What follows belongs to an exercise in optimizing a design on an open flow for small area and a short achievable clock period; a production flow would make more cautious choices.
In this exercise RTL edits were held to simulation tests only and were not proved equivalent to the original.
Power and IR drop assume default switching activity.

## design/flow/config.mk

```make
export PLATFORM = sky130hd
export DESIGN_NAME = FPM
export DESIGN_NICKNAME = FPM
export VERILOG_FILES = /design/flow/design.v
export SDC_FILE = /design/flow/constraint.sdc
export NUM_CORES = 4
export LEC_CHECK = 0
export CAP_MARGIN = 20
export CORE_MARGIN = 2
export CORE_UTILIZATION = 55
export SLEW_MARGIN = 20
export SYNTH_HIERARCHICAL = 1
export SYNTH_MINIMUM_KEEP_SIZE = 0
```

## design/flow/constraint.sdc

```tcl
create_clock -name core_clock -period 3.0 [get_ports {clk}]
set_input_delay 0.6000 -clock core_clock [delete_from_list [all_inputs] [get_ports {clk}]]
set_output_delay 0.6000 -clock core_clock [all_outputs]
set_load 0.01 [all_outputs]
```

## design/flow/design.v

```verilog
module FPM(A, B, SUM, clk);
  input [31:0] A, B;
  input clk;
  output [31:0] SUM;
  wire       s0_sgn = A[31] ^ B[31];
  wire [7:0] s0_exp = A[30:23] + B[30:23] + 8'h81;
  wire [24:0] q = {1'b1, B[22:0], 1'b0};
  wire [11:0] one, two, neg;
  wire [24:0] m = {1'b1, A[22:0], 1'b0};   
  genvar gi, gj;
  generate for (gi = 0; gi < 12; gi = gi + 1) begin : enc
    assign one[gi] = q[2*gi+1] ^ q[2*gi];
    assign two[gi] = (q[2*gi+2] & ~q[2*gi+1] & ~q[2*gi]) | (~q[2*gi+2] & q[2*gi+1] & q[2*gi]);
    assign neg[gi] = q[2*gi+2] & ~(q[2*gi+1] & q[2*gi]);
  end endgenerate
  wire [24:0] pp [0:11];
  generate for (gi = 0; gi < 12; gi = gi + 1) begin : rw
    for (gj = 0; gj < 25; gj = gj + 1) begin : col
      if (gj == 24)
        assign pp[gi][gj] = two[gi] ^ neg[gi];
      else
        assign pp[gi][gj] = ((one[gi] & m[gj+1]) | (two[gi] & m[gj])) ^ neg[gi];
    end
  end endgenerate
  wire n1 = ~neg[0];
  wire n2 = ~neg[1];
  wire n3 = ~neg[2];
  wire n4 = ~neg[3];
  wire n5 = ~neg[4];
  wire n6 = ~neg[5];
  wire n7 = ~neg[6];
  wire n8 = ~neg[7];
  wire n9 = ~neg[8];
  wire n10 = ~neg[9];
  wire n11 = ~neg[10];
  wire n12 = ~neg[11];
  wire n13, n14;
  fpm_x3 xn13 (neg[1], pp[0][2], pp[1][0], n13);
  fpm_mj mn14 (neg[1], pp[0][2], pp[1][0], n14);
  wire n15, n16;
  fpm_x3 xn15 (neg[2], pp[0][4], pp[1][2], n15);
  fpm_mj mn16 (neg[2], pp[0][4], pp[1][2], n16);
  wire n17, n18;
  fpm_x3 xn17 (pp[0][5], pp[1][3], pp[2][1], n17);
  fpm_mj mn18 (pp[0][5], pp[1][3], pp[2][1], n18);
  wire n19, n20;
  fpm_x3 xn19 (neg[3], pp[0][6], pp[1][4], n19);
  fpm_mj mn20 (neg[3], pp[0][6], pp[1][4], n20);
  wire n21, n22;
  fpm_x3 xn21 (pp[0][7], pp[1][5], pp[2][3], n21);
  fpm_mj mn22 (pp[0][7], pp[1][5], pp[2][3], n22);
  wire n23, n24;
  fpm_x3 xn23 (neg[4], pp[0][8], pp[1][6], n23);
  fpm_mj mn24 (neg[4], pp[0][8], pp[1][6], n24);
  wire n25, n26;
  fpm_x3 xn25 (pp[2][4], pp[3][2], pp[4][0], n25);
  fpm_mj mn26 (pp[2][4], pp[3][2], pp[4][0], n26);
  wire n27, n28;
  fpm_x3 xn27 (pp[0][9], pp[1][7], pp[2][5], n27);
  fpm_mj mn28 (pp[0][9], pp[1][7], pp[2][5], n28);
  wire n29, n30;
  fpm_x3 xn29 (neg[5], pp[0][10], pp[1][8], n29);
  fpm_mj mn30 (neg[5], pp[0][10], pp[1][8], n30);
  wire n31, n32;
  fpm_x3 xn31 (pp[2][6], pp[3][4], pp[4][2], n31);
  fpm_mj mn32 (pp[2][6], pp[3][4], pp[4][2], n32);
  wire n33, n34;
  fpm_x3 xn33 (pp[0][11], pp[1][9], pp[2][7], n33);
  fpm_mj mn34 (pp[0][11], pp[1][9], pp[2][7], n34);
  wire n35, n36;
  fpm_x3 xn35 (pp[3][5], pp[4][3], pp[5][1], n35);
  fpm_mj mn36 (pp[3][5], pp[4][3], pp[5][1], n36);
  wire n37, n38;
  fpm_x3 xn37 (neg[6], pp[0][12], pp[1][10], n37);
  fpm_mj mn38 (neg[6], pp[0][12], pp[1][10], n38);
  wire n39, n40;
  fpm_x3 xn39 (pp[2][8], pp[3][6], pp[4][4], n39);
  fpm_mj mn40 (pp[2][8], pp[3][6], pp[4][4], n40);
  wire n41, n42;
  fpm_x3 xn41 (pp[0][13], pp[1][11], pp[2][9], n41);
  fpm_mj mn42 (pp[0][13], pp[1][11], pp[2][9], n42);
  wire n43, n44;
  fpm_x3 xn43 (pp[3][7], pp[4][5], pp[5][3], n43);
  fpm_mj mn44 (pp[3][7], pp[4][5], pp[5][3], n44);
  wire n45, n46;
  fpm_x3 xn45 (neg[7], pp[0][14], pp[1][12], n45);
  fpm_mj mn46 (neg[7], pp[0][14], pp[1][12], n46);
  wire n47, n48;
  fpm_x3 xn47 (pp[2][10], pp[3][8], pp[4][6], n47);
  fpm_mj mn48 (pp[2][10], pp[3][8], pp[4][6], n48);
  wire n49, n50;
  fpm_x3 xn49 (pp[5][4], pp[6][2], pp[7][0], n49);
  fpm_mj mn50 (pp[5][4], pp[6][2], pp[7][0], n50);
  wire n51, n52;
  fpm_x3 xn51 (pp[0][15], pp[1][13], pp[2][11], n51);
  fpm_mj mn52 (pp[0][15], pp[1][13], pp[2][11], n52);
  wire n53, n54;
  fpm_x3 xn53 (pp[3][9], pp[4][7], pp[5][5], n53);
  fpm_mj mn54 (pp[3][9], pp[4][7], pp[5][5], n54);
  wire n55, n56;
  fpm_x3 xn55 (neg[8], pp[0][16], pp[1][14], n55);
  fpm_mj mn56 (neg[8], pp[0][16], pp[1][14], n56);
  wire n57, n58;
  fpm_x3 xn57 (pp[2][12], pp[3][10], pp[4][8], n57);
  fpm_mj mn58 (pp[2][12], pp[3][10], pp[4][8], n58);
  wire n59, n60;
  fpm_x3 xn59 (pp[5][6], pp[6][4], pp[7][2], n59);
  fpm_mj mn60 (pp[5][6], pp[6][4], pp[7][2], n60);
  wire n61, n62;
  fpm_x3 xn61 (pp[0][17], pp[1][15], pp[2][13], n61);
  fpm_mj mn62 (pp[0][17], pp[1][15], pp[2][13], n62);
  wire n63, n64;
  fpm_x3 xn63 (pp[3][11], pp[4][9], pp[5][7], n63);
  fpm_mj mn64 (pp[3][11], pp[4][9], pp[5][7], n64);
  wire n65, n66;
  fpm_x3 xn65 (pp[6][5], pp[7][3], pp[8][1], n65);
  fpm_mj mn66 (pp[6][5], pp[7][3], pp[8][1], n66);
  wire n67, n68;
  fpm_x3 xn67 (neg[9], pp[0][18], pp[1][16], n67);
  fpm_mj mn68 (neg[9], pp[0][18], pp[1][16], n68);
  wire n69, n70;
  fpm_x3 xn69 (pp[2][14], pp[3][12], pp[4][10], n69);
  fpm_mj mn70 (pp[2][14], pp[3][12], pp[4][10], n70);
  wire n71, n72;
  fpm_x3 xn71 (pp[5][8], pp[6][6], pp[7][4], n71);
  fpm_mj mn72 (pp[5][8], pp[6][6], pp[7][4], n72);
  wire n73, n74;
  fpm_x3 xn73 (pp[0][19], pp[1][17], pp[2][15], n73);
  fpm_mj mn74 (pp[0][19], pp[1][17], pp[2][15], n74);
  wire n75, n76;
  fpm_x3 xn75 (pp[3][13], pp[4][11], pp[5][9], n75);
  fpm_mj mn76 (pp[3][13], pp[4][11], pp[5][9], n76);
  wire n77, n78;
  fpm_x3 xn77 (pp[6][7], pp[7][5], pp[8][3], n77);
  fpm_mj mn78 (pp[6][7], pp[7][5], pp[8][3], n78);
  wire n79, n80;
  fpm_x3 xn79 (neg[10], pp[0][20], pp[1][18], n79);
  fpm_mj mn80 (neg[10], pp[0][20], pp[1][18], n80);
  wire n81, n82;
  fpm_x3 xn81 (pp[2][16], pp[3][14], pp[4][12], n81);
  fpm_mj mn82 (pp[2][16], pp[3][14], pp[4][12], n82);
  wire n83, n84;
  fpm_x3 xn83 (pp[5][10], pp[6][8], pp[7][6], n83);
  fpm_mj mn84 (pp[5][10], pp[6][8], pp[7][6], n84);
  wire n85, n86;
  fpm_x3 xn85 (pp[8][4], pp[9][2], pp[10][0], n85);
  fpm_mj mn86 (pp[8][4], pp[9][2], pp[10][0], n86);
  wire n87, n88;
  fpm_x3 xn87 (pp[0][21], pp[1][19], pp[2][17], n87);
  fpm_mj mn88 (pp[0][21], pp[1][19], pp[2][17], n88);
  wire n89, n90;
  fpm_x3 xn89 (pp[3][15], pp[4][13], pp[5][11], n89);
  fpm_mj mn90 (pp[3][15], pp[4][13], pp[5][11], n90);
  wire n91, n92;
  fpm_x3 xn91 (pp[6][9], pp[7][7], pp[8][5], n91);
  fpm_mj mn92 (pp[6][9], pp[7][7], pp[8][5], n92);
  wire n93, n94;
  fpm_x3 xn93 (neg[11], pp[0][22], pp[1][20], n93);
  fpm_mj mn94 (neg[11], pp[0][22], pp[1][20], n94);
  wire n95, n96;
  fpm_x3 xn95 (pp[2][18], pp[3][16], pp[4][14], n95);
  fpm_mj mn96 (pp[2][18], pp[3][16], pp[4][14], n96);
  wire n97, n98;
  fpm_x3 xn97 (pp[5][12], pp[6][10], pp[7][8], n97);
  fpm_mj mn98 (pp[5][12], pp[6][10], pp[7][8], n98);
  wire n99, n100;
  fpm_x3 xn99 (pp[8][6], pp[9][4], pp[10][2], n99);
  fpm_mj mn100 (pp[8][6], pp[9][4], pp[10][2], n100);
  wire n101, n102;
  fpm_x3 xn101 (pp[0][23], pp[1][21], pp[2][19], n101);
  fpm_mj mn102 (pp[0][23], pp[1][21], pp[2][19], n102);
  wire n103, n104;
  fpm_x3 xn103 (pp[3][17], pp[4][15], pp[5][13], n103);
  fpm_mj mn104 (pp[3][17], pp[4][15], pp[5][13], n104);
  wire n105, n106;
  fpm_x3 xn105 (pp[6][11], pp[7][9], pp[8][7], n105);
  fpm_mj mn106 (pp[6][11], pp[7][9], pp[8][7], n106);
  wire n107, n108;
  fpm_x3 xn107 (pp[9][5], pp[10][3], pp[11][1], n107);
  fpm_mj mn108 (pp[9][5], pp[10][3], pp[11][1], n108);
  wire n109, n110;
  fpm_x3 xn109 (A[0], pp[0][24], pp[1][22], n109);
  fpm_mj mn110 (A[0], pp[0][24], pp[1][22], n110);
  wire n111, n112;
  fpm_x3 xn111 (pp[2][20], pp[3][18], pp[4][16], n111);
  fpm_mj mn112 (pp[2][20], pp[3][18], pp[4][16], n112);
  wire n113, n114;
  fpm_x3 xn113 (pp[5][14], pp[6][12], pp[7][10], n113);
  fpm_mj mn114 (pp[5][14], pp[6][12], pp[7][10], n114);
  wire n115, n116;
  fpm_x3 xn115 (pp[8][8], pp[9][6], pp[10][4], n115);
  fpm_mj mn116 (pp[8][8], pp[9][6], pp[10][4], n116);
  wire n117, n118;
  fpm_fa un117 (1'b1, A[1], n1, n117, n118);
  wire n119, n120;
  fpm_x3 xn119 (pp[1][23], pp[2][21], pp[3][19], n119);
  fpm_mj mn120 (pp[1][23], pp[2][21], pp[3][19], n120);
  wire n121, n122;
  fpm_x3 xn121 (pp[4][17], pp[5][15], pp[6][13], n121);
  fpm_mj mn122 (pp[4][17], pp[5][15], pp[6][13], n122);
  wire n123, n124;
  fpm_x3 xn123 (pp[7][11], pp[8][9], pp[9][7], n123);
  fpm_mj mn124 (pp[7][11], pp[8][9], pp[9][7], n124);
  wire n125, n126;
  fpm_x3 xn125 (1'b1, A[2], pp[1][24], n125);
  fpm_mj mn126 (1'b1, A[2], pp[1][24], n126);
  wire n127, n128;
  fpm_x3 xn127 (pp[2][22], pp[3][20], pp[4][18], n127);
  fpm_mj mn128 (pp[2][22], pp[3][20], pp[4][18], n128);
  wire n129, n130;
  fpm_x3 xn129 (pp[5][16], pp[6][14], pp[7][12], n129);
  fpm_mj mn130 (pp[5][16], pp[6][14], pp[7][12], n130);
  wire n131, n132;
  fpm_x3 xn131 (pp[8][10], pp[9][8], pp[10][6], n131);
  fpm_mj mn132 (pp[8][10], pp[9][8], pp[10][6], n132);
  wire n133, n134;
  fpm_x3 xn133 (A[3], n2, pp[2][23], n133);
  fpm_mj mn134 (A[3], n2, pp[2][23], n134);
  wire n135, n136;
  fpm_x3 xn135 (pp[3][21], pp[4][19], pp[5][17], n135);
  fpm_mj mn136 (pp[3][21], pp[4][19], pp[5][17], n136);
  wire n137, n138;
  fpm_x3 xn137 (pp[6][15], pp[7][13], pp[8][11], n137);
  fpm_mj mn138 (pp[6][15], pp[7][13], pp[8][11], n138);
  wire n139, n140;
  fpm_x3 xn139 (pp[9][9], pp[10][7], pp[11][5], n139);
  fpm_mj mn140 (pp[9][9], pp[10][7], pp[11][5], n140);
  wire n141, n142;
  fpm_x3 xn141 (1'b1, A[4], pp[2][24], n141);
  fpm_mj mn142 (1'b1, A[4], pp[2][24], n142);
  wire n143, n144;
  fpm_x3 xn143 (pp[3][22], pp[4][20], pp[5][18], n143);
  fpm_mj mn144 (pp[3][22], pp[4][20], pp[5][18], n144);
  wire n145, n146;
  fpm_x3 xn145 (pp[6][16], pp[7][14], pp[8][12], n145);
  fpm_mj mn146 (pp[6][16], pp[7][14], pp[8][12], n146);
  wire n147, n148;
  fpm_x3 xn147 (pp[9][10], pp[10][8], pp[11][6], n147);
  fpm_mj mn148 (pp[9][10], pp[10][8], pp[11][6], n148);
  wire n149, n150;
  fpm_x3 xn149 (A[5], n3, pp[3][23], n149);
  fpm_mj mn150 (A[5], n3, pp[3][23], n150);
  wire n151, n152;
  fpm_x3 xn151 (pp[4][21], pp[5][19], pp[6][17], n151);
  fpm_mj mn152 (pp[4][21], pp[5][19], pp[6][17], n152);
  wire n153, n154;
  fpm_x3 xn153 (pp[7][15], pp[8][13], pp[9][11], n153);
  fpm_mj mn154 (pp[7][15], pp[8][13], pp[9][11], n154);
  wire n155, n156;
  fpm_x3 xn155 (1'b1, A[6], pp[3][24], n155);
  fpm_mj mn156 (1'b1, A[6], pp[3][24], n156);
  wire n157, n158;
  fpm_x3 xn157 (pp[4][22], pp[5][20], pp[6][18], n157);
  fpm_mj mn158 (pp[4][22], pp[5][20], pp[6][18], n158);
  wire n159, n160;
  fpm_x3 xn159 (pp[7][16], pp[8][14], pp[9][12], n159);
  fpm_mj mn160 (pp[7][16], pp[8][14], pp[9][12], n160);
  wire n161, n162;
  fpm_x3 xn161 (A[7], n4, pp[4][23], n161);
  fpm_mj mn162 (A[7], n4, pp[4][23], n162);
  wire n163, n164;
  fpm_x3 xn163 (pp[5][21], pp[6][19], pp[7][17], n163);
  fpm_mj mn164 (pp[5][21], pp[6][19], pp[7][17], n164);
  wire n165, n166;
  fpm_x3 xn165 (pp[8][15], pp[9][13], pp[10][11], n165);
  fpm_mj mn166 (pp[8][15], pp[9][13], pp[10][11], n166);
  wire n167, n168;
  fpm_x3 xn167 (1'b1, A[8], pp[4][24], n167);
  fpm_mj mn168 (1'b1, A[8], pp[4][24], n168);
  wire n169, n170;
  fpm_x3 xn169 (pp[5][22], pp[6][20], pp[7][18], n169);
  fpm_mj mn170 (pp[5][22], pp[6][20], pp[7][18], n170);
  wire n171, n172;
  fpm_x3 xn171 (pp[8][16], pp[9][14], pp[10][12], n171);
  fpm_mj mn172 (pp[8][16], pp[9][14], pp[10][12], n172);
  wire n173, n174;
  fpm_x3 xn173 (A[9], n5, pp[5][23], n173);
  fpm_mj mn174 (A[9], n5, pp[5][23], n174);
  wire n175, n176;
  fpm_x3 xn175 (pp[6][21], pp[7][19], pp[8][17], n175);
  fpm_mj mn176 (pp[6][21], pp[7][19], pp[8][17], n176);
  wire n177, n178;
  fpm_x3 xn177 (pp[9][15], pp[10][13], pp[11][11], n177);
  fpm_mj mn178 (pp[9][15], pp[10][13], pp[11][11], n178);
  wire n179, n180;
  fpm_x3 xn179 (1'b1, A[10], pp[5][24], n179);
  fpm_mj mn180 (1'b1, A[10], pp[5][24], n180);
  wire n181, n182;
  fpm_x3 xn181 (pp[6][22], pp[7][20], pp[8][18], n181);
  fpm_mj mn182 (pp[6][22], pp[7][20], pp[8][18], n182);
  wire n183, n184;
  fpm_x3 xn183 (pp[9][16], pp[10][14], pp[11][12], n183);
  fpm_mj mn184 (pp[9][16], pp[10][14], pp[11][12], n184);
  wire n185, n186;
  fpm_x3 xn185 (A[11], n6, pp[6][23], n185);
  fpm_mj mn186 (A[11], n6, pp[6][23], n186);
  wire n187, n188;
  fpm_x3 xn187 (pp[7][21], pp[8][19], pp[9][17], n187);
  fpm_mj mn188 (pp[7][21], pp[8][19], pp[9][17], n188);
  wire n189, n190;
  fpm_x3 xn189 (1'b1, A[12], pp[6][24], n189);
  fpm_mj mn190 (1'b1, A[12], pp[6][24], n190);
  wire n191, n192;
  fpm_x3 xn191 (pp[7][22], pp[8][20], pp[9][18], n191);
  fpm_mj mn192 (pp[7][22], pp[8][20], pp[9][18], n192);
  wire n193, n194;
  fpm_x3 xn193 (A[13], n7, pp[7][23], n193);
  fpm_mj mn194 (A[13], n7, pp[7][23], n194);
  wire n195, n196;
  fpm_x3 xn195 (pp[8][21], pp[9][19], pp[10][17], n195);
  fpm_mj mn196 (pp[8][21], pp[9][19], pp[10][17], n196);
  wire n197, n198;
  fpm_x3 xn197 (1'b1, A[14], pp[7][24], n197);
  fpm_mj mn198 (1'b1, A[14], pp[7][24], n198);
  wire n199, n200;
  fpm_x3 xn199 (pp[8][22], pp[9][20], pp[10][18], n199);
  fpm_mj mn200 (pp[8][22], pp[9][20], pp[10][18], n200);
  wire n201, n202;
  fpm_x3 xn201 (A[15], n8, pp[8][23], n201);
  fpm_mj mn202 (A[15], n8, pp[8][23], n202);
  wire n203, n204;
  fpm_x3 xn203 (pp[9][21], pp[10][19], pp[11][17], n203);
  fpm_mj mn204 (pp[9][21], pp[10][19], pp[11][17], n204);
  wire n205, n206;
  fpm_x3 xn205 (1'b1, A[16], pp[8][24], n205);
  fpm_mj mn206 (1'b1, A[16], pp[8][24], n206);
  wire n207, n208;
  fpm_x3 xn207 (pp[9][22], pp[10][20], pp[11][18], n207);
  fpm_mj mn208 (pp[9][22], pp[10][20], pp[11][18], n208);
  wire n209, n210;
  fpm_x3 xn209 (A[17], n9, pp[9][23], n209);
  fpm_mj mn210 (A[17], n9, pp[9][23], n210);
  wire n211, n212;
  fpm_x3 xn211 (1'b1, A[18], pp[9][24], n211);
  fpm_mj mn212 (1'b1, A[18], pp[9][24], n212);
  wire n213, n214;
  fpm_x3 xn213 (A[19], n10, pp[10][23], n213);
  fpm_mj mn214 (A[19], n10, pp[10][23], n214);
  wire n215, n216;
  fpm_x3 xn215 (1'b1, A[20], pp[10][24], n215);
  fpm_mj mn216 (1'b1, A[20], pp[10][24], n216);
  wire n217, n218;
  fpm_x3 xn217 (A[21], n11, pp[11][23], n217);
  fpm_mj mn218 (A[21], n11, pp[11][23], n218);
  wire n219, n220;
  fpm_x3 xn219 (1'b1, A[22], pp[11][24], n219);
  fpm_mj mn220 (1'b1, A[22], pp[11][24], n220);
  wire n221, n222;
  fpm_x3 xn221 (pp[2][2], pp[3][0], n19, n221);
  fpm_mj mn222 (pp[2][2], pp[3][0], n19, n222);
  wire n223, n224;
  fpm_x3 xn223 (pp[3][3], pp[4][1], n27, n223);
  fpm_mj mn224 (pp[3][3], pp[4][1], n27, n224);
  wire n225, n226;
  fpm_x3 xn225 (pp[5][0], n29, n31, n225);
  fpm_mj mn226 (pp[5][0], n29, n31, n226);
  wire n227, n228;
  fpm_x3 xn227 (pp[5][2], pp[6][0], n37, n227);
  fpm_mj mn228 (pp[5][2], pp[6][0], n37, n228);
  wire n229, n230;
  fpm_x3 xn229 (pp[6][1], n41, n43, n229);
  fpm_mj mn230 (pp[6][1], n41, n43, n230);
  wire n231, n232;
  fpm_x3 xn231 (n45, n47, n49, n231);
  fpm_mj mn232 (n45, n47, n49, n232);
  wire n233, n234;
  fpm_x3 xn233 (pp[6][3], pp[7][1], n51, n233);
  fpm_mj mn234 (pp[6][3], pp[7][1], n51, n234);
  wire n235, n236;
  fpm_x3 xn235 (pp[8][0], n55, n57, n235);
  fpm_mj mn236 (pp[8][0], n55, n57, n236);
  wire n237, n238;
  fpm_x3 xn237 (n61, n63, n65, n237);
  fpm_mj mn238 (n61, n63, n65, n238);
  wire n239, n240;
  fpm_x3 xn239 (pp[8][2], pp[9][0], n67, n239);
  fpm_mj mn240 (pp[8][2], pp[9][0], n67, n240);
  wire n241, n242;
  fpm_x3 xn241 (pp[9][1], n73, n75, n241);
  fpm_mj mn242 (pp[9][1], n73, n75, n242);
  wire n243, n244;
  fpm_x3 xn243 (n79, n81, n83, n243);
  fpm_mj mn244 (n79, n81, n83, n244);
  wire n245, n246;
  fpm_x3 xn245 (pp[9][3], pp[10][1], n87, n245);
  fpm_mj mn246 (pp[9][3], pp[10][1], n87, n246);
  wire n247, n248;
  fpm_x3 xn247 (pp[11][0], n93, n95, n247);
  fpm_mj mn248 (pp[11][0], n93, n95, n248);
  wire n249, n250;
  fpm_x3 xn249 (n101, n103, n105, n249);
  fpm_mj mn250 (n101, n103, n105, n250);
  wire n251, n252;
  fpm_x3 xn251 (pp[11][2], n109, n111, n251);
  fpm_mj mn252 (pp[11][2], n109, n111, n252);
  wire n253, n254;
  fpm_x3 xn253 (pp[10][5], pp[11][3], n117, n253);
  fpm_mj mn254 (pp[10][5], pp[11][3], n117, n254);
  wire n255, n256;
  fpm_x3 xn255 (n119, n121, n123, n255);
  fpm_mj mn256 (n119, n121, n123, n256);
  wire n257, n258;
  fpm_x3 xn257 (pp[11][4], n118, n125, n257);
  fpm_mj mn258 (pp[11][4], n118, n125, n258);
  wire n259, n260;
  fpm_x3 xn259 (n127, n129, n131, n259);
  fpm_mj mn260 (n127, n129, n131, n260);
  wire n261, n262;
  fpm_x3 xn261 (n133, n135, n137, n261);
  fpm_mj mn262 (n133, n135, n137, n262);
  wire n263, n264;
  fpm_x3 xn263 (n141, n143, n145, n263);
  fpm_mj mn264 (n141, n143, n145, n264);
  wire n265, n266;
  fpm_x3 xn265 (pp[10][9], pp[11][7], n149, n265);
  fpm_mj mn266 (pp[10][9], pp[11][7], n149, n266);
  wire n267, n268;
  fpm_x3 xn267 (pp[10][10], pp[11][8], n155, n267);
  fpm_mj mn268 (pp[10][10], pp[11][8], n155, n268);
  wire n269, n270;
  fpm_x3 xn269 (pp[11][9], n161, n163, n269);
  fpm_mj mn270 (pp[11][9], n161, n163, n270);
  wire n271, n272;
  fpm_x3 xn271 (pp[11][10], n167, n169, n271);
  fpm_mj mn272 (pp[11][10], n167, n169, n272);
  wire n273, n274;
  fpm_x3 xn273 (n173, n175, n177, n273);
  fpm_mj mn274 (n173, n175, n177, n274);
  wire n275, n276;
  fpm_x3 xn275 (n179, n181, n183, n275);
  fpm_mj mn276 (n179, n181, n183, n276);
  wire n277, n278;
  fpm_x3 xn277 (pp[10][15], pp[11][13], n185, n277);
  fpm_mj mn278 (pp[10][15], pp[11][13], n185, n278);
  wire n279, n280;
  fpm_x3 xn279 (pp[10][16], pp[11][14], n189, n279);
  fpm_mj mn280 (pp[10][16], pp[11][14], n189, n280);
  wire n281, n282;
  fpm_x3 xn281 (pp[11][15], n193, n195, n281);
  fpm_mj mn282 (pp[11][15], n193, n195, n282);
  wire n283, n284;
  fpm_x3 xn283 (pp[11][16], n197, n199, n283);
  fpm_mj mn284 (pp[11][16], n197, n199, n284);
  wire n285, n286;
  fpm_x3 xn285 (pp[10][21], pp[11][19], n209, n285);
  fpm_mj mn286 (pp[10][21], pp[11][19], n209, n286);
  wire n287, n288;
  fpm_x3 xn287 (pp[10][22], pp[11][20], n211, n287);
  fpm_mj mn288 (pp[10][22], pp[11][20], n211, n288);
  reg [221:0] r1_m;
  reg        r1_sgn;
  reg [7:0]  r1_exp;
  always @(posedge clk) begin
    r1_m <= {n220, n12, 1'b1, n218, n219, n216, n217, n214, n215, pp[11][22], n288, n212, n213, pp[11][21], n286, n287, n210, n285, n208, n206, n204, n202, n207, n205, n284, n200, n198, n203, n201, n282, n283, n196, n194, n280, n281, n192, n190, n278, n279, n188, n186, n191, n276, n277, n184, n182, n180, n187, n274, n275, n178, n176, n174, n272, n273, n172, n170, n168, n270, n271, n166, n164, n162, n171, n268, n269, n160, n158, n156, n165, n266, n267, n154, n152, n150, n159, n157, n264, n265, n148, n146, n144, n142, n153, n151, n262, n263, n140, n138, n136, n134, n147, n260, n258, n261, n132, n130, n128, n126, n139, n256, n259, n257, n254, n124, n122, n120, n252, n255, n253, n116, n114, n112, n110, n250, n251, n108, n106, n104, n102, n115, n113, n248, n249, n100, n98, n96, n94, n107, n246, n247, n92, n90, n88, n99, n97, n244, n245, n86, n84, n82, n80, n91, n89, n242, n243, n78, n76, n74, n85, n240, n241, n72, n70, n68, n77, n238, n239, n66, n64, n62, n71, n69, n236, n237, n60, n58, n56, n234, n235, n54, n52, n59, n232, n233, n50, n48, n46, n53, n230, n231, n44, n42, n228, n229, n40, n38, n227, n36, n34, n39, n226, n32, n30, n35, n33, n224, n225, n28, n223, n26, n24, n22, n25, n23, n222, n20, n21, pp[3][1], n221, n18, n16, n17, n15, pp[2][0], n14, pp[1][1], pp[0][3], n13, pp[0][1], pp[0][0], neg[0]};
    r1_sgn <= s0_sgn; r1_exp <= s0_exp;
  end
  wire n289, n290;
  fpm_fa un289 (r1_m[4], r1_m[5], r1_m[6], n289, n290);
  wire n291, n292;
  fpm_fa un291 (r1_m[13], r1_m[14], r1_m[15], n291, n292);
  wire n293, n294;
  fpm_fa un293 (r1_m[17], r1_m[18], r1_m[19], n293, n294);
  wire n295, n296;
  fpm_fa un295 (r1_m[20], r1_m[21], r1_m[22], n295, n296);
  wire n297, n298;
  fpm_fa un297 (r1_m[23], r1_m[24], r1_m[25], n297, n298);
  wire n299, n300;
  fpm_fa un299 (r1_m[26], r1_m[27], r1_m[28], n299, n300);
  wire n301, n302;
  fpm_fa un301 (r1_m[31], r1_m[32], r1_m[33], n301, n302);
  wire n303, n304;
  fpm_fa un303 (r1_m[35], r1_m[36], r1_m[37], n303, n304);
  wire n305, n306;
  fpm_fa un305 (r1_m[39], r1_m[40], r1_m[41], n305, n306);
  wire n307, n308;
  fpm_fa un307 (r1_m[43], r1_m[44], r1_m[45], n307, n308);
  wire n309, n310;
  fpm_fa un309 (r1_m[46], r1_m[47], r1_m[48], n309, n310);
  wire n311, n312;
  fpm_fa un311 (r1_m[49], r1_m[50], r1_m[51], n311, n312);
  wire n313, n314;
  fpm_fa un313 (r1_m[54], r1_m[55], r1_m[56], n313, n314);
  wire n315, n316;
  fpm_fa un315 (r1_m[59], r1_m[60], r1_m[61], n315, n316);
  wire n317, n318;
  fpm_fa un317 (r1_m[62], r1_m[63], r1_m[64], n317, n318);
  wire n319, n320;
  fpm_fa un319 (r1_m[66], r1_m[67], r1_m[68], n319, n320);
  wire n321, n322;
  fpm_fa un321 (r1_m[69], r1_m[70], r1_m[71], n321, n322);
  wire n323, n324;
  fpm_fa un323 (r1_m[72], r1_m[73], r1_m[74], n323, n324);
  wire n325, n326;
  fpm_fa un325 (r1_m[75], r1_m[76], r1_m[77], n325, n326);
  wire n327, n328;
  fpm_fa un327 (r1_m[78], r1_m[79], r1_m[80], n327, n328);
  wire n329, n330;
  fpm_fa un329 (r1_m[81], r1_m[82], r1_m[83], n329, n330);
  wire n331, n332;
  fpm_fa un331 (r1_m[86], r1_m[87], r1_m[88], n331, n332);
  wire n333, n334;
  fpm_fa un333 (r1_m[89], r1_m[90], r1_m[91], n333, n334);
  wire n335, n336;
  fpm_fa un335 (r1_m[93], r1_m[94], r1_m[95], n335, n336);
  wire n337, n338;
  fpm_fa un337 (r1_m[96], r1_m[97], r1_m[98], n337, n338);
  wire n339, n340;
  fpm_fa un339 (r1_m[100], r1_m[101], r1_m[102], n339, n340);
  wire n341, n342;
  fpm_fa un341 (r1_m[103], r1_m[104], r1_m[105], n341, n342);
  wire n343, n344;
  fpm_fa un343 (r1_m[108], r1_m[109], r1_m[110], n343, n344);
  wire n345, n346;
  fpm_fa un345 (r1_m[111], r1_m[112], r1_m[113], n345, n346);
  wire n347, n348;
  fpm_fa un347 (r1_m[115], r1_m[116], r1_m[117], n347, n348);
  wire n349, n350;
  fpm_fa un349 (r1_m[118], r1_m[119], r1_m[120], n349, n350);
  wire n351, n352;
  fpm_fa un351 (r1_m[122], r1_m[123], r1_m[124], n351, n352);
  wire n353, n354;
  fpm_fa un353 (r1_m[125], r1_m[126], r1_m[127], n353, n354);
  wire n355, n356;
  fpm_fa un355 (r1_m[130], r1_m[131], r1_m[132], n355, n356);
  wire n357, n358;
  fpm_fa un357 (r1_m[133], r1_m[134], r1_m[135], n357, n358);
  wire n359, n360;
  fpm_fa un359 (r1_m[137], r1_m[138], r1_m[139], n359, n360);
  wire n361, n362;
  fpm_fa un361 (r1_m[140], r1_m[141], r1_m[142], n361, n362);
  wire n363, n364;
  fpm_fa un363 (r1_m[145], r1_m[146], r1_m[147], n363, n364);
  wire n365, n366;
  fpm_fa un365 (r1_m[148], r1_m[149], r1_m[150], n365, n366);
  wire n367, n368;
  fpm_fa un367 (r1_m[152], r1_m[153], r1_m[154], n367, n368);
  wire n369, n370;
  fpm_fa un369 (r1_m[155], r1_m[156], r1_m[157], n369, n370);
  wire n371, n372;
  fpm_fa un371 (r1_m[158], r1_m[159], r1_m[160], n371, n372);
  wire n373, n374;
  fpm_fa un373 (r1_m[161], r1_m[162], r1_m[163], n373, n374);
  wire n375, n376;
  fpm_fa un375 (r1_m[164], r1_m[165], r1_m[166], n375, n376);
  wire n377, n378;
  fpm_fa un377 (r1_m[169], r1_m[170], r1_m[171], n377, n378);
  wire n379, n380;
  fpm_fa un379 (r1_m[174], r1_m[175], r1_m[176], n379, n380);
  wire n381, n382;
  fpm_fa un381 (r1_m[177], r1_m[178], r1_m[179], n381, n382);
  wire n383, n384;
  fpm_fa un383 (r1_m[180], r1_m[181], r1_m[182], n383, n384);
  wire n385, n386;
  fpm_fa un385 (r1_m[185], r1_m[186], r1_m[187], n385, n386);
  wire n387, n388;
  fpm_fa un387 (r1_m[189], r1_m[190], r1_m[191], n387, n388);
  wire n389, n390;
  fpm_fa un389 (r1_m[193], r1_m[194], r1_m[195], n389, n390);
  wire n391, n392;
  fpm_fa un391 (r1_m[198], r1_m[199], r1_m[200], n391, n392);
  wire n393, n394;
  fpm_fa un393 (r1_m[202], r1_m[203], r1_m[204], n393, n394);
  wire n395, n396;
  fpm_fa un395 (r1_m[205], r1_m[206], r1_m[207], n395, n396);
  wire n397, n398;
  fpm_fa un397 (r1_m[208], r1_m[209], r1_m[210], n397, n398);
  wire n399, n400;
  fpm_fa un399 (r1_m[212], r1_m[213], r1_m[214], n399, n400);
  wire n401, n402;
  fpm_fa un401 (r1_m[219], r1_m[220], r1_m[221], n401, n402);
  wire n403, n404;
  fpm_x3 xn403 (r1_m[7], r1_m[8], n290, n403);
  fpm_mj mn404 (r1_m[7], r1_m[8], n290, n404);
  wire n405, n406;
  fpm_x3 xn405 (r1_m[29], r1_m[30], n298, n405);
  fpm_mj mn406 (r1_m[29], r1_m[30], n298, n406);
  wire n407, n408;
  fpm_x3 xn407 (r1_m[34], n300, n301, n407);
  fpm_mj mn408 (r1_m[34], n300, n301, n408);
  wire n409, n410;
  fpm_x3 xn409 (r1_m[38], n302, n303, n409);
  fpm_mj mn410 (r1_m[38], n302, n303, n410);
  wire n411, n412;
  fpm_x3 xn411 (r1_m[42], n304, n305, n411);
  fpm_mj mn412 (r1_m[42], n304, n305, n412);
  wire n413, n414;
  fpm_x3 xn413 (n306, n307, n309, n413);
  fpm_mj mn414 (n306, n307, n309, n414);
  wire n415, n416;
  fpm_x3 xn415 (r1_m[52], r1_m[53], n308, n415);
  fpm_mj mn416 (r1_m[52], r1_m[53], n308, n416);
  wire n417, n418;
  fpm_x3 xn417 (r1_m[57], r1_m[58], n312, n417);
  fpm_mj mn418 (r1_m[57], r1_m[58], n312, n418);
  wire n419, n420;
  fpm_x3 xn419 (r1_m[65], n314, n315, n419);
  fpm_mj mn420 (r1_m[65], n314, n315, n420);
  wire n421, n422;
  fpm_x3 xn421 (n316, n318, n319, n421);
  fpm_mj mn422 (n316, n318, n319, n422);
  wire n423, n424;
  fpm_x3 xn423 (n320, n322, n323, n423);
  fpm_mj mn424 (n320, n322, n323, n424);
  wire n425, n426;
  fpm_x3 xn425 (r1_m[84], r1_m[85], n324, n425);
  fpm_mj mn426 (r1_m[84], r1_m[85], n324, n426);
  wire n427, n428;
  fpm_x3 xn427 (n326, n327, n329, n427);
  fpm_mj mn428 (n326, n327, n329, n428);
  wire n429, n430;
  fpm_x3 xn429 (r1_m[92], n328, n330, n429);
  fpm_mj mn430 (r1_m[92], n328, n330, n430);
  wire n431, n432;
  fpm_x3 xn431 (r1_m[99], n332, n334, n431);
  fpm_mj mn432 (r1_m[99], n332, n334, n432);
  wire n433, n434;
  fpm_x3 xn433 (r1_m[106], r1_m[107], n336, n433);
  fpm_mj mn434 (r1_m[106], r1_m[107], n336, n434);
  wire n435, n436;
  fpm_x3 xn435 (n338, n339, n341, n435);
  fpm_mj mn436 (n338, n339, n341, n436);
  wire n437, n438;
  fpm_x3 xn437 (r1_m[114], n340, n342, n437);
  fpm_mj mn438 (r1_m[114], n340, n342, n438);
  wire n439, n440;
  fpm_x3 xn439 (r1_m[121], n344, n346, n439);
  fpm_mj mn440 (r1_m[121], n344, n346, n440);
  wire n441, n442;
  fpm_x3 xn441 (r1_m[128], r1_m[129], n348, n441);
  fpm_mj mn442 (r1_m[128], r1_m[129], n348, n442);
  wire n443, n444;
  fpm_x3 xn443 (n350, n351, n353, n443);
  fpm_mj mn444 (n350, n351, n353, n444);
  wire n445, n446;
  fpm_x3 xn445 (r1_m[136], n352, n354, n445);
  fpm_mj mn446 (r1_m[136], n352, n354, n446);
  wire n447, n448;
  fpm_x3 xn447 (r1_m[143], r1_m[144], n356, n447);
  fpm_mj mn448 (r1_m[143], r1_m[144], n356, n448);
  wire n449, n450;
  fpm_x3 xn449 (n358, n359, n361, n449);
  fpm_mj mn450 (n358, n359, n361, n450);
  wire n451, n452;
  fpm_x3 xn451 (r1_m[151], n360, n362, n451);
  fpm_mj mn452 (r1_m[151], n360, n362, n452);
  wire n453, n454;
  fpm_x3 xn453 (n364, n366, n367, n453);
  fpm_mj mn454 (n364, n366, n367, n454);
  wire n455, n456;
  fpm_x3 xn455 (n368, n370, n371, n455);
  fpm_mj mn456 (n368, n370, n371, n456);
  wire n457, n458;
  fpm_x3 xn457 (r1_m[167], r1_m[168], n372, n457);
  fpm_mj mn458 (r1_m[167], r1_m[168], n372, n458);
  wire n459, n460;
  fpm_x3 xn459 (r1_m[172], r1_m[173], n376, n459);
  fpm_mj mn460 (r1_m[172], r1_m[173], n376, n460);
  wire n461, n462;
  fpm_x3 xn461 (n378, n379, n381, n461);
  fpm_mj mn462 (n378, n379, n381, n462);
  wire n463, n464;
  fpm_x3 xn463 (r1_m[183], r1_m[184], n380, n463);
  fpm_mj mn464 (r1_m[183], r1_m[184], n380, n464);
  wire n465, n466;
  fpm_x3 xn465 (r1_m[188], n384, n385, n465);
  fpm_mj mn466 (r1_m[188], n384, n385, n466);
  wire n467, n468;
  fpm_x3 xn467 (r1_m[192], n386, n387, n467);
  fpm_mj mn468 (r1_m[192], n386, n387, n468);
  wire n469, n470;
  fpm_x3 xn469 (r1_m[196], r1_m[197], n388, n469);
  fpm_mj mn470 (r1_m[196], r1_m[197], n388, n470);
  wire n471, n472;
  fpm_x3 xn471 (r1_m[201], n390, n391, n471);
  fpm_mj mn472 (r1_m[201], n390, n391, n472);
  wire n473, n474;
  fpm_x3 xn473 (r1_m[211], n396, n397, n473);
  fpm_mj mn474 (r1_m[211], n396, n397, n474);
  wire n475, n476;
  fpm_x3 xn475 (r1_m[215], r1_m[216], n400, n475);
  fpm_mj mn476 (r1_m[215], r1_m[216], n400, n476);
  wire n477, n478;
  fpm_x3 xn477 (r1_m[9], r1_m[10], n404, n477);
  fpm_mj mn478 (r1_m[9], r1_m[10], n404, n478);
  wire n479, n480;
  fpm_x3 xn479 (n310, n311, n415, n479);
  fpm_mj mn480 (n310, n311, n415, n480);
  wire n481, n482;
  fpm_x3 xn481 (n313, n417, n416, n481);
  fpm_mj mn482 (n313, n417, n416, n482);
  wire n483, n484;
  fpm_x3 xn483 (n317, n418, n419, n483);
  fpm_mj mn484 (n317, n418, n419, n484);
  wire n485, n486;
  fpm_x3 xn485 (n331, n333, n429, n485);
  fpm_mj mn486 (n331, n333, n429, n486);
  wire n487, n488;
  fpm_x3 xn487 (n335, n337, n431, n487);
  fpm_mj mn488 (n335, n337, n431, n488);
  wire n489, n490;
  fpm_x3 xn489 (n433, n432, n435, n489);
  fpm_mj mn490 (n433, n432, n435, n490);
  wire n491, n492;
  fpm_x3 xn491 (n343, n345, n437, n491);
  fpm_mj mn492 (n343, n345, n437, n492);
  wire n493, n494;
  fpm_x3 xn493 (n347, n349, n439, n493);
  fpm_mj mn494 (n347, n349, n439, n494);
  wire n495, n496;
  fpm_x3 xn495 (n441, n440, n443, n495);
  fpm_mj mn496 (n441, n440, n443, n496);
  wire n497, n498;
  fpm_x3 xn497 (n355, n357, n445, n497);
  fpm_mj mn498 (n355, n357, n445, n498);
  wire n499, n500;
  fpm_x3 xn499 (n447, n446, n449, n499);
  fpm_mj mn500 (n447, n446, n449, n500);
  wire n501, n502;
  fpm_x3 xn501 (n363, n365, n451, n501);
  fpm_mj mn502 (n363, n365, n451, n502);
  wire n503, n504;
  fpm_x3 xn503 (n369, n452, n453, n503);
  fpm_mj mn504 (n369, n452, n453, n504);
  wire n505, n506;
  fpm_x3 xn505 (n374, n375, n457, n505);
  fpm_mj mn506 (n374, n375, n457, n506);
  wire n507, n508;
  fpm_x3 xn507 (n377, n459, n458, n507);
  fpm_mj mn508 (n377, n459, n458, n508);
  wire n509, n510;
  fpm_x3 xn509 (n382, n383, n463, n509);
  fpm_mj mn510 (n382, n383, n463, n510);
  wire n511, n512;
  fpm_x3 xn511 (r1_m[217], r1_m[218], n476, n511);
  fpm_mj mn512 (r1_m[217], r1_m[218], n476, n512);
  reg [108:0] r2_m;
  reg        r2_sgn;
  reg [7:0]  r2_exp;
  always @(posedge clk) begin
    r2_m <= {n512, n401, n511, n475, n474, n399, n398, n473, n395, n394, n472, n393, n392, n471, n470, n468, n469, n389, n466, n467, n510, n465, n464, n509, n462, n508, n461, n460, n506, n507, n505, n456, n504, n454, n455, n373, n503, n502, n500, n501, n450, n448, n499, n498, n496, n497, n444, n442, n495, n494, n492, n493, n438, n490, n491, n436, n434, n489, n488, n486, n487, n430, n485, n428, n426, n424, n427, n425, n422, n423, n325, n484, n420, n421, n321, n483, n482, n480, n481, n479, n414, n412, n413, n410, n411, n408, n409, n407, n406, n405, n299, n297, n296, n295, n294, n293, n292, n291, r1_m[16], n478, r1_m[12], r1_m[11], n477, n403, n289, r1_m[3], r1_m[2], r1_m[1], r1_m[0]};
    r2_sgn <= r1_sgn; r2_exp <= r1_exp;
  end
  wire n513, n514;
  fpm_fa un513 (r2_m[7], r2_m[8], r2_m[9], n513, n514);
  wire n515, n516;
  fpm_fa un515 (r2_m[34], r2_m[35], r2_m[36], n515, n516);
  wire n517, n518;
  fpm_fa un517 (r2_m[38], r2_m[39], r2_m[40], n517, n518);
  wire n519, n520;
  fpm_fa un519 (r2_m[41], r2_m[42], r2_m[43], n519, n520);
  wire n521, n522;
  fpm_fa un521 (r2_m[44], r2_m[45], r2_m[46], n521, n522);
  wire n523, n524;
  fpm_fa un523 (r2_m[47], r2_m[48], r2_m[49], n523, n524);
  wire n525, n526;
  fpm_fa un525 (r2_m[52], r2_m[53], r2_m[54], n525, n526);
  wire n527, n528;
  fpm_fa un527 (r2_m[56], r2_m[57], r2_m[58], n527, n528);
  wire n529, n530;
  fpm_fa un529 (r2_m[61], r2_m[62], r2_m[63], n529, n530);
  wire n531, n532;
  fpm_fa un531 (r2_m[67], r2_m[68], r2_m[69], n531, n532);
  wire n533, n534;
  fpm_fa un533 (r2_m[73], r2_m[74], r2_m[75], n533, n534);
  wire n535, n536;
  fpm_fa un535 (r2_m[81], r2_m[82], r2_m[83], n535, n536);
  wire n537, n538;
  fpm_fa un537 (r2_m[86], r2_m[87], r2_m[88], n537, n538);
  wire n539, n540;
  fpm_fa un539 (r2_m[91], r2_m[92], r2_m[93], n539, n540);
  wire n541, n542;
  fpm_fa un541 (r2_m[96], r2_m[97], r2_m[98], n541, n542);
  wire n543, n544;
  fpm_fa un543 (r2_m[102], r2_m[103], r2_m[104], n543, n544);
  wire n545, n546;
  fpm_x3 xn545 (r2_m[10], r2_m[11], n514, n545);
  fpm_mj mn546 (r2_m[10], r2_m[11], n514, n546);
  wire n547, n548;
  fpm_ha hn547 (r2_m[12], r2_m[13], n547, n548);
  wire n549, n550;
  fpm_ha hn549 (r2_m[14], r2_m[15], n549, n550);
  wire n551, n552;
  fpm_ha hn551 (r2_m[16], r2_m[17], n551, n552);
  wire n553, n554;
  fpm_ha hn553 (r2_m[18], r2_m[19], n553, n554);
  wire n555, n556;
  fpm_ha hn555 (r2_m[20], r2_m[21], n555, n556);
  wire n557, n558;
  fpm_ha hn557 (r2_m[22], r2_m[23], n557, n558);
  wire n559, n560;
  fpm_ha hn559 (r2_m[24], r2_m[25], n559, n560);
  wire n561, n562;
  fpm_ha hn561 (r2_m[26], r2_m[27], n561, n562);
  wire n563, n564;
  fpm_ha hn563 (r2_m[28], r2_m[29], n563, n564);
  wire n565, n566;
  fpm_ha hn565 (r2_m[30], r2_m[31], n565, n566);
  wire n567, n568;
  fpm_ha hn567 (r2_m[32], r2_m[33], n567, n568);
  wire n569, n570;
  fpm_ha hn569 (r2_m[37], n515, n569, n570);
  wire n571, n572;
  fpm_ha hn571 (n516, n517, n571, n572);
  wire n573, n574;
  fpm_ha hn573 (n518, n519, n573, n574);
  wire n575, n576;
  fpm_ha hn575 (n520, n521, n575, n576);
  wire n577, n578;
  fpm_ha hn577 (n522, n523, n577, n578);
  wire n579, n580;
  fpm_x3 xn579 (r2_m[50], r2_m[51], n524, n579);
  fpm_mj mn580 (r2_m[50], r2_m[51], n524, n580);
  wire n581, n582;
  fpm_ha hn581 (r2_m[55], n525, n581, n582);
  wire n583, n584;
  fpm_ha hn583 (n526, n527, n583, n584);
  wire n585, n586;
  fpm_x3 xn585 (r2_m[59], r2_m[60], n528, n585);
  fpm_mj mn586 (r2_m[59], r2_m[60], n528, n586);
  wire n587, n588;
  fpm_ha hn587 (r2_m[64], n529, n587, n588);
  wire n589, n590;
  fpm_x3 xn589 (r2_m[65], r2_m[66], n530, n589);
  fpm_mj mn590 (r2_m[65], r2_m[66], n530, n590);
  wire n591, n592;
  fpm_ha hn591 (r2_m[70], n531, n591, n592);
  wire n593, n594;
  fpm_x3 xn593 (r2_m[71], r2_m[72], n532, n593);
  fpm_mj mn594 (r2_m[71], r2_m[72], n532, n594);
  wire n595, n596;
  fpm_ha hn595 (r2_m[76], n533, n595, n596);
  wire n597, n598;
  fpm_x3 xn597 (r2_m[77], r2_m[78], n534, n597);
  fpm_mj mn598 (r2_m[77], r2_m[78], n534, n598);
  wire n599, n600;
  fpm_ha hn599 (r2_m[79], r2_m[80], n599, n600);
  wire n601, n602;
  fpm_x3 xn601 (r2_m[84], r2_m[85], n536, n601);
  fpm_mj mn602 (r2_m[84], r2_m[85], n536, n602);
  wire n603, n604;
  fpm_x3 xn603 (r2_m[89], r2_m[90], n538, n603);
  fpm_mj mn604 (r2_m[89], r2_m[90], n538, n604);
  wire n605, n606;
  fpm_x3 xn605 (r2_m[94], r2_m[95], n540, n605);
  fpm_mj mn606 (r2_m[94], r2_m[95], n540, n606);
  wire n607, n608;
  fpm_x3 xn607 (r2_m[99], r2_m[100], n542, n607);
  fpm_mj mn608 (r2_m[99], r2_m[100], n542, n608);
  reg [82:0] r3_m;
  reg        r3_sgn;
  reg [7:0]  r3_exp;
  always @(posedge clk) begin
    r3_m <= {r2_m[108], r2_m[107], r2_m[106], n544, r2_m[105], n543, n608, r2_m[101], n607, n606, n541, n605, n604, n539, n603, n602, n537, n601, n600, n535, n598, n599, n596, n597, n594, n595, n592, n593, n590, n591, n588, n589, n586, n587, n584, n585, n582, n583, n580, n581, n578, n579, n576, n577, n574, n575, n572, n573, n570, n571, n568, n569, n566, n567, n564, n565, n562, n563, n560, n561, n558, n559, n556, n557, n554, n555, n552, n553, n550, n551, n548, n549, n546, n547, n545, n513, r2_m[6], r2_m[5], r2_m[4], r2_m[3], r2_m[2], r2_m[1], r2_m[0]};
    r3_sgn <= r2_sgn; r3_exp <= r2_exp;
  end
  wire [47:0] fx = {r3_m[81], r3_m[80], r3_m[78], r3_m[77], r3_m[75], r3_m[74], r3_m[72], r3_m[71], r3_m[69], r3_m[68], r3_m[66], r3_m[65], r3_m[63], r3_m[61], r3_m[59], r3_m[57], r3_m[55], r3_m[53], r3_m[51], r3_m[49], r3_m[47], r3_m[45], r3_m[43], r3_m[41], r3_m[39], r3_m[37], r3_m[35], r3_m[33], r3_m[31], r3_m[29], r3_m[27], r3_m[25], r3_m[23], r3_m[21], r3_m[19], r3_m[17], r3_m[15], r3_m[13], r3_m[11], r3_m[9], r3_m[8], r3_m[7], r3_m[6], r3_m[5], r3_m[4], r3_m[3], r3_m[2], r3_m[0]};
  wire [47:0] fy = {r3_m[82], 1'b0, r3_m[79], 1'b0, r3_m[76], 1'b0, r3_m[73], 1'b0, r3_m[70], 1'b0, r3_m[67], 1'b0, r3_m[64], r3_m[62], r3_m[60], r3_m[58], r3_m[56], r3_m[54], r3_m[52], r3_m[50], r3_m[48], r3_m[46], r3_m[44], r3_m[42], r3_m[40], r3_m[38], r3_m[36], r3_m[34], r3_m[32], r3_m[30], r3_m[28], r3_m[26], r3_m[24], r3_m[22], r3_m[20], r3_m[18], r3_m[16], r3_m[14], r3_m[12], r3_m[10], 1'b0, 1'b0, 1'b0, 1'b0, 1'b0, 1'b0, 1'b0, r3_m[1]};
  wire [47:0] fp = fx + fy;
  reg [24:0] r4_p;
  reg        r4_sgn;
  reg [7:0]  r4_exp;
  always @(posedge clk) begin
    r4_p <= fp[47:23]; r4_sgn <= r3_sgn; r4_exp <= r3_exp;
  end
  wire [31:0] res = {r4_sgn, r4_exp + {7'd0, r4_p[24]}, r4_p[24] ? r4_p[23:1] : r4_p[22:0]};
  reg [31:0] r5_o;
  always @(posedge clk) r5_o <= res;
  reg [31:0] r6_o;
  always @(posedge clk) r6_o <= r5_o;
  reg [31:0] r7_o;
  always @(posedge clk) r7_o <= r6_o;
  reg [31:0] r8_o;
  always @(posedge clk) r8_o <= r7_o;
  reg [31:0] r9_o;
  always @(posedge clk) r9_o <= r8_o;
  reg [31:0] r10_o;
  always @(posedge clk) r10_o <= r9_o;
  assign SUM = r10_o;
endmodule
module fpm_fa(a, b, c, s, co);
  input a, b, c;
  output s, co;
  assign s = a ^ b ^ c;
  assign co = (a & b) | (a & c) | (b & c);
endmodule
module fpm_ha(a, b, s, co);
  input a, b;
  output s, co;
  assign s = a ^ b;
  assign co = a & b;
endmodule
module fpm_x3(a, b, c, s);
  input a, b, c;
  output s;
  assign s = a ^ b ^ c;
endmodule
module fpm_mj(a, b, c, co);
  input a, b, c;
  output co;
  assign co = (a & b) | (a & c) | (b & c);
endmodule
```

## design/flow/run.sh

```bash
#!/bin/bash
# synth_recipe.tcl (not shown) runs the flow's synth.tcl, then flattens the netlist and writes it again
# the make line also repeats each setting of config.mk as NAME=value (left out here)
make -C /OpenROAD-flow-scripts/flow DESIGN_CONFIG=/design/flow/config.mk WORK_HOME=/design/flow/orfs CLKGATE_MAP_FILE= SYNTH_SCRIPT=/design/flow/synth_recipe.tcl finish
```

==> summary.txt <==
==> worst reg2reg max path, cell delays in order (launching register included) <==
cell and delay [ps]:
dfxtp_1 300, ha_1 340, a21o_1 220, a311o_1 370
o31ai_4 400, a31oi_2 200, a221o_1 460, a311oi_1 350
buf_4 170
==> final cells by class <==
class	count	area, µm²
Clock buffer	94	2013
Multi-Input combinational cell	1484	16350
Fill cell	4001	17840
Antenna cell	1	2.502
Tap cell	696	870.8
Sequential cell	666	13330
Timing Repair Buffer	308	3110
Clock inverter	29	396.6
Inverter	29	108.9
==> modules after synthesis (local to each module, per instance) <==
module	cell area, µm²	flip-flops and latches	copies in the design	cells
FPM	21360	666	1	1792
fpm_x3	23.77	0	202	1
fpm_fa	20.02	0	74	1
fpm_ha	12.51	0	22	1
fpm_mj	11.26	0	202	1
==> layout by cell type, fill, tap and decap left out, drive strengths merged, types with 30 or more instances in the layout <==
| master | count |
|---|---|
| nand2b | 44 |
| ha | 82 |
| a21oi | 39 |
| xnor2 | 287 |
| xor3 | 202 |
| maj3 | 202 |
| dfxtp | 666 |
| clkdlybuf4s50 | 95 |
| o21ai | 49 |
| a22oi | 242 |
| buf | 213 |
| fa | 75 |
| nand3 | 30 |
| nand2 | 49 |
| clkbuf | 94 |
| inv | 31 |
==> metal layers <==
layer | track usage | up-vias | share of wire
met4 | 0.08220 | 4 | 0.026
met3 | 0.05807 | 131 | 0.078
li1 | - | 8606 | -
met1 | 0.3728 | 9068 | 0.46
met5 | 0 | - | 0.00035
met2 | 0.3896 | 638 | 0.43
==> state kept, by name, indices dropped and copies added, names as in the netlist, 8 cells and up <==
name,flops
r2_m,109
r7_o,32
r8_o,32
r1_exp,8
r4_exp,8
r1_m,221
r2_exp,8
r5_o,32
r3_exp,8
r6_o,32
r9_o,32
r4_p,25
r3_m,83
r10_o,32
==> worst max-delay path by stage <==
stage / start / to / slack (ps) / cells past startpoint
after floorplan: B[5] / r1_m[41]$_DFF_P_ / 200 / 8
after global placement: B[16] / r1_m[121]$_DFF_P_ / -260 / 7
after detailed placement: B[17] / r1_m[129]$_DFF_P_ / -270 / 7
after CTS: r3_m[9]$_DFF_P_ / r4_p[24]$_DFF_P_ / 170 / 10
after global routing: r3_m[19]$_DFF_P_ / r4_p[24]$_DFF_P_ / 60 / 10
final: r3_m[29]$_DFF_P_ / r4_p[24]$_DFF_P_ / 160 / 8
==> cells by family after synthesis <==
group,Yosys count
flip-flops,666
adder cells (fa/ha/maj),359
multiplexers,26
AND/OR/NAND/NOR,187
AO/OA/AOI/OAI,379
buffers and inverters,165
other,1
XOR/XNOR,509
==> metrics by stage <==
| step | instance area, µm² | hold WS [ps] | TNS, ps | util | setup slack, ps |
|---|---|---|---|---|---|
| after floorplan | 30280 | 309.6 | 0 | - | 201.3 |
| after global placement | 33770 | 309.5 | -4424 | 0.6250 | -258.7 |
| after detailed placement | 33770 | 312.1 | -6282 | 0.6250 | -274.4 |
| after CTS | 36180 | 318.6 | 0 | 0.6696 | 169.1 |
| after global routing | 36180 | 321.5 | 0 | 0.6697 | 60.24 |
| final | 36190 | 321.0 | 0 | 0.6698 | 163.4 |
==> power groups by stage <==
stage / logic, mW / clock network (mW) / registers, mW
3_3_place_gp: 16.0 / 0 / 14.8
3_5_place_dp: 16.1 / 0 / 14.9
2_1_floorplan: 11.7 / 0 / 14.5
4_1_cts: 16.4 / 9.04 / 14.8
5_1_grt: 17.7 / 9.41 / 15.1
6_report: 16.4 / 8.81 / 14.7
==> repair_timing <==
action,in CTS,in global routing
endpoints found under the setup margin,0,1
setup buffers,0,0
gates resized for setup,0,1
==> impl_metrics.json <==
{
  "required_ps": 3560,
  "nets": 2781,
  "grt_pass1_wl_um": 110900,
  "post_route_cells_drive_above_1_share": 0.2211,
  "synth_area_um2": 30190,
  "hold_path_class": "reg2reg",
  "port-buffer-count": 96,
  "routedWlPerCell_um": 21.85,
  "grt_overflow": 0,
  "min_path_cells": 0,
  "fmax_mhz": 352.5,
  "reg2reg_depth": 8,
  "fin_crit_ps": 2837,
  "first_pass_iters": 5,
  "p_leak_nw": 15.50,
  "status": "complete, no violations",
  "cts_root_buffer": "clkbuf_16",
  "p_int_mw": 27.71,
  "hpwl_um": 50500,
  "start_kind": "register",
  "crit_family": "compound AO/OA/AOI/OAI gates",
  "crit_arrival_ps": 3400,
  "htreeDepth": 3,
  "reg2reg_from": "r3_m[29]$_DFF_P_",
  "clkLatencyLatePin_ps": 620,
  "syn_avg_cell_area_um2": 13.17,
  "grt_usage": 0.2591,
  "chipHeight_um": 238.3,
  "swShare": 0.3055,
  "synth_top_cell_area_share": 0.4416,
  "drtIter0Drc": 1300,
  "maxSlewHeadroom": 0.4642,
  "p_switching_mw": 12.19,
  "async_flop_share": 0,
  "yosysMostFrequentCell": "dfxtp_1",
  "die_w_um": 238.3,
  "finalClockSkew_ps": 20.79,
  "rsz0062_at_grt": "false",
  "clk_path_buf_depth": 3,
  "synth.area.mux_share": 0.009614,
  "crit_path_top_delay_cell": "a221o_1",
  "slew_violations": 0,
  "ios": 97,
  "grt_max_degree": 50,
  "place.gp.congestion": 0.8491,
  "critical_path.endpoint_type": "register",
  "path_max_fanout": 6,
  "finalWirelength_um": 72250,
  "ys_top_cells_by_area": "dfxtp_1, xor3_1, xnor2_1",
  "min_from": "r3_exp[2]$_DFF_P_",
  "max_stage_delay_ps": 460,
  "ir_worst_vdd_uv": 675.2,
  "power_density_nw_per_um2": 1103,
  "critical_path_class": "reg2reg",
  "seq_area_frac_synth": 0.4416,
  "r2r_slack_ps": 160,
  "setup_viol": 0,
  "via_per_inst": 5.578,
  "cts_made_buffers": 70,
  "vias": 18447,
  "synthSimpleGateAreaFrac": 0.03274,
  "synth_compound_area_frac": 0.08823,
  "antenna_found_initial": 10,
  "antenna_left": 0,
  "path_buf_inv": 1,
  "worstMarginPinSlew_ps": 803.6,
  "synth_top_family_by_area": "XOR/XNOR gates",
  "power.total_mw": 39.90,
  "clock-sinks": 666,
  "synth_xor_area_frac": 0.2481,
  "hold_violations": 0,
  "ys_top_cells_by_count": "dfxtp_1, xnor2_1, a22oi_1",
  "design.core.area_um2": 54030,
  "ys_types": 58,
  "ys_seq_elements": 666,
  "fin_crit_sh": 0.9455,
  "path_cells": "ha_1 -> a21o_1 -> a311o_1 -> o31ai_4 -> a31oi_2 -> a221o_1 -> a311oi_1 -> buf_4",
  "cts_hold_buf": 0,
  "area_delta_synth_final_pct": 19.85,
  "stdcell_count": 3307,
  "drv_cap": 0,
  "synth_top_cell_by_area": "dfxtp_1",
  "tritoncts": "done",
  "yosys_warnings": 7,
  "first_global_vias": 18818,
  "drc_errors": 0,
  "initial_core_util": 0.5588,
  "rows": 85,
  "syn-instance-count": 2292,
  "power_frac_comb": 0.411,
  "regToRegEndpoint": "r4_p[24]$_DFF_P_",
  "placed_cells": 3183,
  "p_clk_frac": 0.221,
  "synthFlopType": "dfxtp_1",
  "synth_adder_area_share": 0.1590,
  "min_to": "r4_exp[2]$_DFF_P_",
  "synth_edf_count": 0,
  "die-area_um2": 56790,
  "pwr-share-seq": 0.369,
  "path_clk_slew_ps": 60
}

-- afterwards: timing with drivers on the ports --
Ports are ideal in the flow. The routed layout listed here was re-timed in OpenROAD.
Step 1: set_driving_cell puts a clkbuf_16 on clk and a buf_2 on each other input, an assumption about the parent block.
Step 2 adds t to the input delays and takes it off the output delays; t is the mean of the earliest and latest rising clock arrival at the registers after step 1. Input paths then give back, and output paths get back, about the clock's delay inside the block.
Three values: no drivers, after step 1, after step 2; two values: the first two.
t, ns: 0.671
slack for setup (ns): 0.163 / 0.163 / -0.343
hold WS [ns]: 0.321 / 0.321 / 0.321
latest minus earliest clock arrival (ns): 0.021 / 0.021
cell pins on the clock port's net: 1
Met with ideal ports but missed after step 2: setup timing in this run. For this run, drivers alone change the setup slack by 0.000 ns; drivers and shift together by -0.506 ns.
